From an optimization exercise on the open Yosys and OpenROAD flow, aimed at small area; shortcuts taken in it are not production practice. The RTL was checked by simulation tests, not by an equivalence proof against the original design. Power and IR drop assume default switching activity.

File: flow/run.sh
#!/bin/bash
# synth_recipe.tcl (not shown) runs the flow's synth.tcl, then flattens the netlist and writes it again
# the make line also repeats each setting of config.mk as NAME=value (left out here)
make -C /OpenROAD-flow-scripts/flow DESIGN_CONFIG=/design/flow/config.mk WORK_HOME=/design/flow/orfs CLKGATE_MAP_FILE= SYNTH_SCRIPT=/design/flow/synth_recipe.tcl finish
File: flow/config.mk
export PLATFORM = sky130hd
export DESIGN_NAME = top
export DESIGN_NICKNAME = top
export VERILOG_FILES = /design/flow/design.v
export SDC_FILE = /design/flow/constraint.sdc
export NUM_CORES = 8
export LEC_CHECK = 0
export CAP_MARGIN = 20
export CORE_MARGIN = 2
export CORE_UTILIZATION = 40
export SLEW_MARGIN = 20
File: flow/constraint.sdc
create_clock -name core_clock -period 20.0 [get_ports {clk}]
set_input_delay 4.0000 -clock core_clock [delete_from_list [all_inputs] [get_ports {clk}]]
set_output_delay 4.0000 -clock core_clock [all_outputs]
set_load 0.01 [all_outputs]
File: flow/design.v
module top(
  input  clk,
  input  rst,
  input  pio48,
  output pio47
);
reg  [6:0] bd;
wire       tick = (bd == 7'd86);
always @(posedge clk)
  bd <= (bd >= 7'd86) ? 7'd0 : bd + 7'd1;
reg  [2:0] bc;
reg  [3:0] sc;
always @(posedge clk)
  if (rst) begin
    bc <= 3'd0;
    sc <= 4'd1;
  end else begin
    bc <= bc + 3'd1;
    if (bc == 3'd7) sc <= (sc == 4'd11) ? 4'd1 : sc + 4'd1;
  end
reg        txm;         
reg  [3:0] bitc;        
reg  [3:0] chc;         
reg  [7:0] sr;          
reg  [3:0] hold;        
reg  [2:0] cmd;         
reg  [3:0] S;           
reg        pend;        
reg        go;          
reg  [2:0] pc;          
reg        ph;          
reg        by;          
reg        cy;          
reg        f;           
reg [10:0] acc;
reg  [3:0] sig;         
reg        clr;         
reg        txd;
reg [87:0] ch0, ch1, ch2, ch3, ch4;
wire isA = (cmd == 3'b010);
wire isB = (cmd == 3'b011);
wire isC = (cmd == 3'b100);
wire isD = (cmd == 3'b101);
wire isE = (cmd == 3'b110);
wire isDE = isD | isE;
wire [3:0] lo4 = sr[3:0];
wire [3:0] up4 = sr[7:4];
wire isdig = (up4 == 4'h3) && (lo4 <= 4'd9);
wire islet = ((up4 == 4'h4) || (up4 == 4'h6)) && (lo4 >= 4'd1) && (lo4 <= 4'd6);
wire [3:0] dec = isdig ? lo4 : (islet ? lo4 + 4'd9 : 4'd0);
reg [4:0] sel;
always @(*)
  case (chc)
    4'd3, 4'd4:   sel = 5'b00001;
    4'd5, 4'd6:   sel = 5'b00010;
    4'd7, 4'd8:   sel = 5'b00100;
    4'd9, 4'd10:  sel = 5'b01000;
    4'd11, 4'd12: sel = 5'b10000;
    default:      sel = 5'b00000;
  endcase
wire hi = chc[0];     
wire [4:0] tails = {ch4[87], ch3[87], ch2[87], ch1[87], ch0[87]};
wire t = |(tails & sel);
wire win   = go & (sc == S);
wire step0 = win & (bc == 3'd0);
wire cpass = ~txm & isC;
wire arot  = (win & cpass) | ph;
wire first = cpass & (chc == 4'd3) & (pc == 3'd0);
wire ad = win & cpass & ((~hi & (pc == 3'd0)) ? ~t : (hold[0] & t));
wire cbit = (sig == 4'd2) | (sig == 4'd8) | (sig == 4'd9);
wire x = (first & ~(ph & (bc == 3'd3))) ? cbit : acc[0];
wire cinit = step0 | (win & (bc == 3'd4) & hi & ~cpass);
wire fa_a = cpass ? x : t;
wire fa_b = cpass ? ad : (hold[0] ^ isE);
wire fa_c = cinit ? isE : cy;
wire sum = fa_a ^ fa_b ^ fa_c;
wire co  = (fa_a & fa_b) | (fa_a & fa_c) | (fa_b & fa_c);
wire bycur = step0 ? 1'b0 : by;
wire wrap  = (sig == 4'd10);
wire wr = ~txm & win & ((isA & (bc[2] == hi)) |
                        (isDE & f & (hi ? ((pc == 3'd1) & bc[2]) : 1'b1)));
wire nb = isA ? hold[0] : sum;
wire hsh_w = ~txm & win & ((isA & (bc[2] == hi)) |
                           (isDE & (hi ? ((pc == 3'd1) & bc[2]) : 1'b1)));
wire pass_end = (win & (bc == 3'd7) & ~cpass) | (ph & (bc == 3'd3));
wire last = txm ? 1'b1 :
            isA ? 1'b1 :
            isDE ? (~hi | pc[0]) :
            (hi ? (pc == 3'd5) : (pc == 3'd4));
wire hsh = hsh_w | (cpass & ph & (bc == 3'd3) & ~(~hi & (pc == 3'd0)));
wire [1:0] k2 = bc[1:0];
wire cb = isB ? t : (isC ? (f ? (k2 == 2'd0) : (k2 == 2'd1)) : k2[1]);
wire [3:0] v = sr[7:4];
wire [7:0] hexc = (v < 4'd10) ? {4'h3, v} : {4'h4, v - 4'd9};
wire [2:0] kb = bitc[2:0] - 3'd1;
wire txbit = hexc[kb];
wire procneed = (cmd != 3'b000) & ~isB;
wire [4:0] heads;
genvar gi;
generate
  for (gi = 0; gi < 5; gi = gi + 1) begin : g_head
    assign heads[gi] = clr ? 1'b0 : ((wr & sel[gi]) ? nb : tails[gi]);
  end
endgenerate
always @(posedge clk) begin
  ch0 <= {ch0[86:0], heads[0]};
  ch1 <= {ch1[86:0], heads[1]};
  ch2 <= {ch2[86:0], heads[2]};
  ch3 <= {ch3[86:0], heads[3]};
  ch4 <= {ch4[86:0], heads[4]};
end
always @(posedge clk)
  if (rst) clr <= 1'b1;
  else if ((sc == 4'd11) && (bc == 3'd7)) clr <= 1'b0;
always @(posedge clk) begin
  if (cpass & arot) begin
    if (!bycur) cy <= wrap ? 1'b0 : co;
  end else if (win)
    cy <= co;
  if (arot) begin
    acc <= {(bycur ? x : sum), acc[10:1]};
    sig <= wrap ? 4'd0 : sig + 4'd1;
    by  <= bycur | wrap;
  end
  if (cpass & arot)
    f <= ((first & step0) ? 1'b0 : f) | (bycur ? ad : (wrap & co));
  else if (~txm & isDE & hi & (pc == 3'd0) & win)
    f <= ((bc == 3'd0) ? 1'b0 : f) | (t ^ isD);
  if (~txm & tick & (bitc == 4'd9) & (chc >= 4'd2))
    hold <= dec;
  else if (hsh)
    hold <= {1'b0, hold[3:1]};
  if (~txm & tick & (bitc >= 4'd1) & (bitc <= 4'd8))
    sr <= {pio48, sr[7:1]};
  else if (txm & win & (bc[2] == hi))
    sr <= {cb, sr[7:1]};
  if (~txm & tick & (bitc == 4'd9)) begin
    if (chc == 4'd0) begin
      cmd <= ((dec >= 4'd10) && (dec <= 4'd14)) ? dec[2:0] : 3'b000;
      sig <= 4'd5;
    end
    if (chc == 4'd1) begin
      S <= dec;
      if ((dec == 4'd0) || (dec >= 4'd12)) cmd <= 3'b000;
    end
  end
  if (bc == 3'd7) go <= pend;
  if (cpass & win & (bc == 3'd7)) ph <= 1'b1;
  else if (bc == 3'd3) ph <= 1'b0;
  if (pass_end) begin
    if (last) begin
      pend <= 1'b0;
      if (txm) bitc <= 4'd11;
    end else
      pc <= pc + 3'd1;
  end
  if (~txm & (chc == 4'd12) & ~pend) begin
    if (cmd != 3'b000) begin
      txm  <= 1'b1;
      chc  <= 4'd3;
      pend <= 1'b1;
      pc   <= 3'd0;
    end else
      chc <= 4'd0;
  end
  if (tick) begin
    if (~txm) begin
      if (bitc == 4'd0) begin
        if (~pio48) bitc <= 4'd1;
      end else if (bitc == 4'd9) begin
        bitc <= 4'd0;
        chc  <= chc + 4'd1;
        if (chc >= 4'd2) begin
          pend <= procneed;
          pc   <= 3'd0;
        end
      end else
        bitc <= bitc + 4'd1;
    end else begin
      if (bitc == 4'd11) begin
        bitc <= 4'd1;
        txd  <= 1'b0;
      end else if ((bitc >= 4'd1) && (bitc <= 4'd8)) begin
        bitc <= bitc + 4'd1;
        txd  <= txbit;
      end else if (bitc == 4'd9) begin
        bitc <= 4'd10;
        txd  <= 1'b1;
      end else if (bitc == 4'd10) begin
        bitc <= 4'd0;
        if (chc == 4'd12) begin
          txm <= 1'b0;
          chc <= 4'd0;
        end else begin
          chc  <= chc + 4'd1;
          pend <= 1'b1;
          pc   <= 3'd0;
        end
      end
    end
  end
  if (rst) begin
    txm  <= 1'b0;
    bitc <= 4'd0;
    chc  <= 4'd0;
    pend <= 1'b0;
    go   <= 1'b0;
    ph   <= 1'b0;
    txd  <= 1'b1;
  end
end
assign pio47 = txd;
endmodule
==> impl_metrics.py, run 1 <==
metrics = {
    "run_status": {
        "status": "no timing/DRC/antenna violations",
    },
    "worst_setup_path": {
        "crit_path_top_delay_cell": "clkdlybuf4s50_1",
        "crit_chain": "clkdlybuf4s50_1 -> a2111oi_0 -> a31o_2 -> mux2i_1 -> nor3_1",
        "r2r-end": "ch4[0]",
        "worstReg2RegStart": "cmd[0]",
        "cp.arrival_ns": 5.99,
        "crit_type": "in -> reg",
        "endpoint_kind": "flop",
        "cp-start-kind": "primary input",
        "r2r_slack_ns": 16.48,
        "critical_path_required_ns": 20.38,
        "cpPeakStageDelay_ns": 0.90,
        "cp_max_fo": 24,
        "ff2ff_path_depth": 10,
    },
    "floorplanning": {
        "dieWidth_um": 186.8,
        "fp.coreArea_mm2": 0.03270,
        "initial_core_util_pct": 40.87,
        "die_area_mm2": 0.03489,
        "ioPinCount": 4,
        "fp-row-count": 66,
        "dieHeight_um": 186.8,
    },
    "grt": {
        "grt_pass1_vias": 6261,
        "antenna_found_initial": 0,
        "grt_pass1_wl_mm": 31.17,
        "track_usage_pct": 10.78,
        "overflow": 0,
        "grt_max_degree": 25,
    },
    "routing": {
        "vias_per_cell": 4.451,
        "drtIter0Drc": 432,
        "drc": 0,
        "wirelength_mm": 18.13,
        "drtPass1Iterations": 5,
        "wl_met2_mm": 7.141,
        "dr.max_layer_used": "met4",
        "met3WireLength_um": 933,
        "route.vias.total": 6463,
        "ant_nets": 0,
        "wl_met1_mm": 9.541,
        "routedWlPerCell_um": 12.49,
    },
    "synthesis": {
        "syn_area_mm2": 0.01337,
        "synth_top_area_share_pct": 71.90,
        "yosysMostFrequentCell": "dfxtp_1",
        "synth-seq-cells": 513,
        "yosysWarnings": 1,
        "yosysSeqAreaShare_pct": 79.31,
        "synth_cell_types": 72,
        "synthTopCellsByArea": "dfxtp_1 72%, edfxtp_1 7.4%, ha_1 2.7%",
        "synthTopCellsByCount": "480 x dfxtp_1, 50 x nor2_1, 40 x a21oi_1, 40 x nand2_1, 33 x edfxtp_1",
        "synth_area_leader_cell": "dfxtp_1",
        "async_flop_share_pct": 0,
        "synth-main-ff-cell": "dfxtp_1",
        "synth_fp_nets": 973,
        "syn_avg_cell_area_um2": 14.22,
        "synthCells": 940,
        "synth_edf_count": 33,
    },
    "final_layout": {
        "area_growth_pct": 15.57,
        "fillers": 2872,
        "drive_above_1_share_pct": 8.713,
        "nets": 1010,
        "antennaDiodeCount": 0,
        "final_util_pct": 47.23,
    },
    "sta": {
        "rsz0062_at_grt": "no",
        "hold_violations": 0,
        "finalSetupViolations": 0,
        "worst_slew_pin_slew_ns": 0.9600,
        "setup_tns_ns": 0,
        "fin_skew_ns": 0.01170,
        "finalWorstPathRequiredPeriod_ns": 5.605,
        "maxSlewHeadroom_pct": 35.80,
        "finalCritPeriodShare_pct": 28.02,
        "slew_viol_final": 0,
        "clock.fmax_mhz": 178.4,
    },
    "clock_tree": {
        "clock_sinks": 513,
        "cts_max_path_buffers": 3,
        "numCtsBuffers": 48,
        "clk_pin_slew_worst_paths_ns": 0.06,
        "ctsHtreeMaxLevel": 2,
        "clkLatencyLatePin_ns": 0.53,
        "cts_resized": 0,
        "hold_buffers": 0,
        "cts_root_buffer": "clkbuf_16",
        "tritoncts": "done",
        "postCtsSetupBuffers": 0,
    },
    "pwr": {
        "power_switching_uw": 428.0,
        "seqPwrFrac_pct": 52.5,
        "p_comb_share_pct": 4.3,
        "p_leak_nw": 6.029,
        "power.density_mw_per_mm2": 131.6,
        "max-vdd-ir-drop_mv": 0.05662,
        "p_int_mw": 1.605,
        "swShare_pct": 21.05,
        "pwr-share-clk_pct": 43.2,
    },
    "hold_path": {
        "hp-class": "reg -> reg",
        "holdPathStages": 0,
        "hold_end": "ch0[9]",
        "worstHoldStart": "ch0[8]",
    },
    "flow_run": {
        "cap_viol_max_count": 0,
    },
    "placement": {
        "portBuffers": 3,
        "hpwl_mm": 10.49,
        "gp_congestion": 0.8437,
    },
}
==> per-layer routing <==
layer  vias to the layer above  GRT usage [%]
met2                       139          14.83
li1                       3258              -
met5                         -              0
met4                         0          4.884
met1                      3019          15.93
met3                        47          2.614
==> metrics by stage <==
stage | power, mW | cell area [µm²] | hold slack, ns | setup WS, ns | cells
after floorplan | 1.156 | 13370 | 0.3096 | 15.07 | 940
after detailed placement | 1.177 | 13890 | 0.3121 | 13.78 | 1369
after global placement | 1.175 | 13890 | 0.3111 | 13.88 | 1369
after CTS | 2.060 | 15450 | 0.3211 | 14.36 | 1452
final | 2.033 | 15450 | 0.3157 | 14.40 | 1452
after global routing | 2.117 | 15450 | 0.3245 | 14.15 | 1452
==> flip-flops by register name, summed over array words and instances (netlist names), 5 cells and up <==
name,count
sel,5
ch4,88
sr,8
ch1,88
ch0,88
ch3,88
bd,7
ch2,88
acc,11
==> kinds of logic (layout without fill, tap and decap cells) <==
family	Yosys count	in the layout	share of synthesized area (%)
flip-flops	513	513	79.31
AO/OA/AOI/OAI	136	136	6.984
AND/OR/NAND/NOR	188	188	7.424
adder cells (fa/ha/maj)	30	30	2.865
multiplexers	14	14	1.123
XOR/XNOR	16	16	1.048
buffers and inverters	43	113	1.245
==> final cells by class <==
| class | instances | area [µm²] | share of cell area [%] |
|---|---|---|---|
| inverters | 26 | 97.59 | 0.6318 |
| multi-input cells | 384 | 2599 | 16.82 |
| repair buffers | 4 | 37.54 | 0.2430 |
| clock inverters | 14 | 177.7 | 1.150 |
| clock buffers | 69 | 1381 | 8.943 |
| well taps | 442 | 553.0 | 3.580 |
| flip-flops and latches | 513 | 10600 | 68.63 |
==> power groups by stage <==
| stage | sequential [mW] | combinational [mW] | clock, mW |
|---|---|---|---|
| 6_report | 1.07 | 0.0880 | 0.878 |
| 5_1_grt | 1.07 | 0.0991 | 0.948 |
| 4_1_cts | 1.07 | 0.0879 | 0.905 |
| 3_5_place_dp | 1.09 | 0.0871 | 0 |
| 3_3_place_gp | 1.09 | 0.0860 | 0 |
| 2_1_floorplan | 1.08 | 0.0748 | 0 |
==> cell usage in the layout, fill, tap and decap left out, types with 15 or more instances in the layout <==
| cell type | count |
|---|---|
| dfxtp_1 | 480 |
| nor2_1 | 50 |
| clkbuf_16 | 49 |
| nand2_1 | 40 |
| a21oi_1 | 40 |
| edfxtp_1 | 33 |
| ha_1 | 29 |
| inv_1 | 26 |
| o21ai_0 | 25 |
| nand3_1 | 15 |
| nand2b_1 | 15 |
==> worst max-delay path by stage <==
stage | slack, ns | from | cells after the start | end
after floorplan | 15.07 | rst | 6 | sel[4]
after global placement | 13.88 | rst | 5 | sel[4]
after detailed placement | 13.78 | rst | 5 | sel[4]
after CTS | 14.36 | rst | 5 | sel[4]
after global routing | 14.15 | rst | 5 | sel[4]
final | 14.40 | rst | 5 | sel[4]
==> critical path: cells and delay by family <==
family	cells	cell delay [ns]
compound gates	2	0.78
simple gates	1	0.06
mux	1	0.24
buf+inv	1	0.90
==> run 2: changes to the inputs <==
==> flow/design.v (replaced) <==
module top(
  input  clk,
  input  rst,
  input  pio48,
  output pio47
);
reg  [6:0] bd;
wire       tick = (bd == 7'd86);
always @(posedge clk)
  bd <= (bd >= 7'd86) ? 7'd0 : bd + 7'd1;
reg  [2:0] bc;
reg  [3:0] sc;
always @(posedge clk)
  if (rst) begin
    bc <= 3'd0;
    sc <= 4'd1;
  end else begin
    bc <= bc + 3'd1;
    if (bc == 3'd7) sc <= (sc == 4'd11) ? 4'd1 : sc + 4'd1;
  end
reg        txm;         
reg  [3:0] bitc;        
reg  [3:0] chc;         
reg  [7:0] sr;          
reg  [3:0] hold;        
reg  [2:0] cmd;         
reg  [3:0] S;           
reg        pend;        
reg        go;          
reg        p1;          
reg        ph;          
reg        by;          
reg        cy;          
reg        f;           
reg [10:0] acc;
reg  [3:0] sig;         
reg        clr;         
reg        txd;
reg [87:0] ch0, ch1, ch2, ch3, ch4;
wire isA = (cmd == 3'b010);
wire isB = (cmd == 3'b011);
wire isC = (cmd == 3'b100);
wire isD = (cmd == 3'b101);
wire isE = (cmd == 3'b110);
wire isDE = isD | isE;
wire [3:0] lo4 = sr[3:0];
wire [3:0] up4 = sr[7:4];
wire isdig = (up4 == 4'h3) && (lo4 <= 4'd9);
wire islet = ((up4 == 4'h4) || (up4 == 4'h6)) && (lo4 >= 4'd1) && (lo4 <= 4'd6);
wire [3:0] dec = isdig ? lo4 : (islet ? lo4 + 4'd9 : 4'd0);
wire [2:0] fld = chc[3:1];
wire [4:0] sel = {fld == 3'd4, fld == 3'd3, fld == 3'd2, fld == 3'd1, fld == 3'd0};
wire hi = ~chc[0];     
wire [4:0] tails = {ch4[87], ch3[87], ch2[87], ch1[87], ch0[87]};
wire t = |(tails & sel);
wire win   = go & (sc == S);
wire step0 = win & (bc == 3'd0);
wire cpass = ~txm & isC;
wire arot  = (win & cpass) | ph;
wire first = cpass & (chc == 4'd0) & ~p1;
wire last11 = ph & (bc == 3'd3);        
wire nw = ~hi & (sig == {1'b0, bc});
wire ad = win & cpass & (nw ? ~t : (hold[0] & t));
wire cbit = (sig == 4'd2) | (sig == 4'd8) | (sig == 4'd9);
wire x = (first & ~last11) ? cbit : acc[0];
wire cinit = step0 | (win & (bc == 3'd4) & hi & ~cpass);
wire fa_a = cpass ? x : t;
wire fa_b = cpass ? ad : (hold[0] ^ isE);
wire fa_c = cinit ? isE : cy;
wire sum = fa_a ^ fa_b ^ fa_c;
wire co  = (fa_a & fa_b) | (fa_a & fa_c) | (fa_b & fa_c);
wire bycur = step0 ? 1'b0 : by;
wire wrap  = (sig == 4'd10);
wire demod = isDE & (hi ? (p1 & bc[2]) : 1'b1);
wire aw    = isA & (bc[2] == hi);
wire wr  = ~txm & win & (aw | (demod & f));
wire nb  = isA ? hold[0] : sum;
wire pass_end = (win & (bc == 3'd7) & ~cpass) | last11;
wire last = txm | isA | (isDE & (p1 | ~hi)) |
            (isC & (hi ? (sig == 4'd10) : (sig == 4'd4)));
wire hsh = (~txm & win & (aw | demod)) |
           (cpass & last11 & ~(~hi & (sig == 4'd0)));
wire [1:0] k2 = bc[1:0];
wire cb = isB ? t : (isC ? (f ? (k2 == 2'd0) : (k2 == 2'd1)) : k2[1]);
wire [3:0] v = sr[7:4];
wire [7:0] hexc = (v < 4'd10) ? {4'h3, v} : {4'h4, v - 4'd9};
wire txbit = hexc[bitc[2:0]];
wire procneed = (cmd != 3'b000) & ~isB;
wire cdone = tick & (bitc == 4'd0);
wire [4:0] heads;
genvar gi;
generate
  for (gi = 0; gi < 5; gi = gi + 1) begin : g_head
    assign heads[gi] = (wr & sel[gi]) ? nb : (tails[gi] & ~clr);
  end
endgenerate
always @(posedge clk) begin
  ch0 <= {ch0[86:0], heads[0]};
  ch1 <= {ch1[86:0], heads[1]};
  ch2 <= {ch2[86:0], heads[2]};
  ch3 <= {ch3[86:0], heads[3]};
  ch4 <= {ch4[86:0], heads[4]};
end
always @(posedge clk)
  if (rst) clr <= 1'b1;
  else if ((sc == 4'd11) && (bc == 3'd7)) clr <= 1'b0;
always @(posedge clk) begin
  if (cpass & arot) begin
    if (!bycur) cy <= wrap ? 1'b0 : co;
  end else if (win)
    cy <= co;
  if (arot) begin
    acc <= {(bycur ? x : sum), acc[10:1]};
    sig <= wrap ? 4'd0 : sig + 4'd1;
    by  <= bycur | wrap;
  end
  if (cpass & arot)
    f <= ((first & step0) ? 1'b0 : f) | (bycur ? ad : (wrap & co));
  else if (~txm & isDE & hi & ~p1 & win)
    f <= ((bc == 3'd0) ? 1'b0 : f) | (t ^ isD);
  if (~txm & cdone & (chc != 4'd13) & (chc != 4'd14))
    hold <= dec;
  else if (hsh)
    hold <= {1'b0, hold[3:1]};
  if ((~txm & tick & bitc[3]) | (txm & win & (bc[2] == hi)))
    sr <= {(txm ? cb : pio48), sr[7:1]};
  if (~txm & cdone) begin
    if (chc == 4'd13) begin
      cmd <= ((dec >= 4'd10) && (dec <= 4'd14)) ? dec[2:0] : 3'b000;
      sig <= 4'd5;
    end
    if (chc == 4'd14) begin
      S <= dec;
      if ((dec == 4'd0) || (dec >= 4'd12)) cmd <= 3'b000;
    end
  end
  if (bc == 3'd7) go <= pend;
  if (cpass & win & (bc == 3'd7)) ph <= 1'b1;
  else if (bc == 3'd3) ph <= 1'b0;
  if (pass_end) begin
    if (last) pend <= 1'b0;
    else      p1   <= 1'b1;
  end
  if (~txm & (chc == 4'd9) & ~pend) begin
    if (cmd != 3'b000) begin
      txm  <= 1'b1;
      chc  <= 4'd0;
      pend <= 1'b1;
    end else
      chc <= 4'd13;
  end
  if (tick) begin
    if (bitc == 4'd1) begin
      if (txm ? ~pend : ~pio48) begin
        bitc <= 4'd8;
        if (txm) txd <= 1'b0;
      end
    end else begin
      bitc <= bitc + 4'd1;
      if (txm) txd <= bitc[3] ? txbit : 1'b1;
      if (bitc == 4'd0) begin
        if (txm & (chc == 4'd9)) begin
          txm <= 1'b0;
          chc <= 4'd13;
        end else begin
          chc <= chc + 4'd1;
          if (txm | ((chc != 4'd13) & (chc != 4'd14))) begin
            pend <= txm | procneed;
            p1   <= 1'b0;
          end
        end
      end
    end
  end
  if (rst) begin
    txm  <= 1'b0;
    bitc <= 4'd1;
    chc  <= 4'd13;
    pend <= 1'b0;
    go   <= 1'b0;
    ph   <= 1'b0;
    txd  <= 1'b1;
  end
end
assign pio47 = txd;
endmodule
--- a/flow/config.mk
+++ b/flow/config.mk
@@ -7,5 +7,7 @@
 export LEC_CHECK = 0
 export CAP_MARGIN = 20
 export CORE_MARGIN = 2
-export CORE_UTILIZATION = 40
+export CORE_UTILIZATION = 70
+export CTS_CLUSTER_DIAMETER = 100
+export CTS_CLUSTER_SIZE = 30
 export SLEW_MARGIN = 20
==> run 2 against run 1 <==
  * Sequential cell count fell by 7
  * Maximum frequency rose by 2.8%
  * Setup slack improved by 0.15 ns
  * Critical path type is now reg -> out
  * Largest power group unchanged
==> impl_metrics.py, run 2 <==
metrics = {
    "synthesis": {
        "yosysWarnings": 1,
        "synth_fp_nets": 902,
        "synth-main-ff-cell": "dfxtp_1",
        "synthCells": 879,
        "syn_avg_cell_area_um2": 14.59,
        "synth_cell_types": 63,
        "syn_area_mm2": 0.01283,
        "synth_edf_count": 33,
        "synth-seq-cells": 506,
        "async_flop_share_pct": 0,
        "synth_area_leader_cell": "dfxtp_1",
        "synthTopCellsByCount": "473 x dfxtp_1, 44 x nor2_1, 33 x a21oi_1, 33 x edfxtp_1, 27 x o21ai_0",
        "synth_top_area_share_pct": 73.83,
        "synthTopCellsByArea": "dfxtp_1 74%, edfxtp_1 7.7%, ha_1 1.9%",
        "yosysMostFrequentCell": "dfxtp_1",
        "yosysSeqAreaShare_pct": 81.55,
    },
    "clock_tree": {
        "clock_sinks": 506,
        "ctsHtreeMaxLevel": 1,
        "cts_max_path_buffers": 3,
        "tritoncts": "done",
        "hold_buffers": 0,
        "postCtsSetupBuffers": 0,
        "cts_root_buffer": "clkbuf_16",
        "numCtsBuffers": 20,
        "clkLatencyLatePin_ns": 0.54,
        "clk_pin_slew_worst_paths_ns": 0.12,
        "cts_resized": 0,
    },
    "routing": {
        "route.vias.total": 6059,
        "dr.max_layer_used": "met4",
        "wirelength_mm": 20.22,
        "wl_met2_mm": 9.708,
        "vias_per_cell": 5.434,
        "met3WireLength_um": 821,
        "drc": 0,
        "routedWlPerCell_um": 18.13,
        "wl_met1_mm": 9.219,
        "drtIter0Drc": 481,
        "ant_nets": 0,
        "drtPass1Iterations": 5,
    },
    "sta": {
        "slew_viol_final": 0,
        "finalWorstPathRequiredPeriod_ns": 5.451,
        "fin_skew_ns": 0.02388,
        "maxSlewHeadroom_pct": 38.21,
        "worst_slew_pin_slew_ns": 0.9124,
        "finalCritPeriodShare_pct": 27.25,
        "finalSetupViolations": 0,
        "rsz0062_at_grt": "no",
        "clock.fmax_mhz": 183.5,
        "setup_tns_ns": 0,
        "hold_violations": 0,
    },
    "grt": {
        "overflow": 0,
        "grt_pass1_vias": 5997,
        "grt_max_degree": 32,
        "antenna_found_initial": 0,
        "track_usage_pct": 21.27,
        "grt_pass1_wl_mm": 32.66,
    },
    "final_layout": {
        "antennaDiodeCount": 0,
        "layout_common_cells": "473 x dfxtp_1, 44 x nor2_1, 33 x edfxtp_1, 33 x a21oi_1, 27 x o21ai_0",
        "fillers": 1025,
        "final_common_cell": "dfxtp_1",
        "final_area_mm2": 0.01360,
        "drive_above_1_share_pct": 4.853,
        "nets": 904,
        "area_growth_pct": 6.038,
    },
    "flow_run": {
        "cap_viol_max_count": 0,
    },
    "floorplanning": {
        "initial_core_util_pct": 71.40,
        "fp.coreArea_mm2": 0.01796,
        "die_area_mm2": 0.01942,
        "dieWidth_um": 139.4,
        "fp-row-count": 49,
        "ioPinCount": 4,
        "dieHeight_um": 139.4,
    },
    "worst_setup_path": {
        "cpPeakStageDelay_ns": 0.55,
        "startpoint": "txd",
        "cp_max_fo": 2,
        "critical_path.top_delay_family": "buffers and inverters",
        "worstReg2RegStart": "chc[1]",
        "cp.arrival_ns": 1.45,
        "cp-start-kind": "flop",
        "endpoint_kind": "primary output",
        "crit_chain": "clkdlybuf4s50_1",
        "worst-path-buf-inv": 1,
        "critical_path_required_ns": 16.00,
        "crit_type": "reg -> out",
        "r2r_slack_ns": 16.71,
        "crit_path_top_delay_cell": "clkdlybuf4s50_1",
    },
    "pwr": {
        "p_leak_nw": 5.266,
        "power.density_mw_per_mm2": 110.5,
        "max-vdd-ir-drop_mv": 0.1237,
    },
    "placement": {
        "gp_congestion": 0.8248,
        "portBuffers": 3,
        "place_area_mm2": 0.01304,
        "hpwl_mm": 11.58,
    },
    "hold_path": {
        "hp-class": "reg -> reg",
        "worstHoldStart": "ch0[15]",
    },
    "run_status": {
        "status": "no timing/DRC/antenna violations",
    },
}
run 2: cell types whose count changed after synthesis, sizes merged, moves of 7 or more:
cell and delta:
xnor2 -7, xor2 +8, inv -8, dfxtp -7
ha -10, nand2 -14, a21oi -8
run 2: per-stage QoR:
stage               utilization (%)  cells  setup slack (ns)  hold slack [ns]  power [mW]
global placement              72.59   1088             14.61           0.3111       1.050
global route                  75.71   1115             14.53           0.3408       1.543
CTS                           75.71   1115             14.54           0.3232       1.512
finish                        75.71   1115             14.55           0.3277       1.503
detailed placement            72.59   1088             14.58           0.3121       1.050
floorplan                         -    879             15.15           0.3096       1.048
run 2: final timing paths:
path                            endpoint  cells after the start
worst min-delay path             ch0[16]                      0
worst min register to register   ch0[16]                      0
worst max register to register    ch0[0]                      9
worst max-delay path               pio47                      1
run 2: kinds of logic after synthesis:
| group | count (synthesis) | share of synthesized area [%] |
|---|---|---|
| buffers and inverters | 41 | 1.327 |
| muxes | 20 | 1.619 |
| AOI/OAI and AO/OA | 105 | 5.307 |
| xor gates and xnor gates | 17 | 1.161 |
| and+or+nand+nor | 170 | 7.024 |
| adders and majority gates | 20 | 2.010 |
| DFF | 506 | 81.55 |
run 2: area by class of cell:
type	count	area [µm²]	area share, %
inverter	18	67.56	0.4968
clock buffer	26	544.3	4.002
clock inverter	1	16.27	0.1196
tap	229	286.5	2.107
sequential	506	10460	76.91
timing repair buffer	3	30.03	0.2208
multi-input combinational	332	2196	16.15
run 2: report_power, final:
group | internal [mW] | leakage, nW | switching, mW
logic | 0.00317 | 0.882 | 0.00351
clock network | 0.195 | 0.272 | 0.282
registers | 1.02 | 4.11 | 0.00271
total | 1.22 | 5.27 | 0.288
run 2: routing by layer:
metal | global-route usage (%) | vias to the layer above
met1 | 30.15 | 2932
met2 | 35.19 | 157
met3 | 2.925 | 44
met5 | 0 | -
li1 | - | 2926
met4 | 5.423 | 0

-- static timing again, ports no longer ideal --
How much do the figures lean on ideal ports? The routed layouts below were timed once more, with nothing changed but the port constraints. Step 1 assumes that a clkbuf_16 drives the clock port and a buf_2 every other input. Step 2, shift: input delay + t, output delay - t, t = (earliest + latest rising clock arrival at the registers) / 2. This alone moves slack from input paths to output paths. Slacks: ideal ports / drivers / drivers and shift; pairs: ideal ports / drivers.
| run | t (ns) | setup WS [ns] | hold slack, ns | pins driven straight from the clock port |
|---|---|---|---|---|
| run 1 | 0.577 | 14.395 / 14.422 / 13.845 | 0.316 / 0.316 / 0.316 | 1 |
| run 2 | 0.579 | 14.549 / 14.501 / 14.553 | 0.328 / 0.328 / 0.328 | 1 |
After both steps every run listed still meets setup and hold. The setup slack of run 1, which loses most, moves by +0.027 ns with the drivers and by -0.550 ns with both steps.
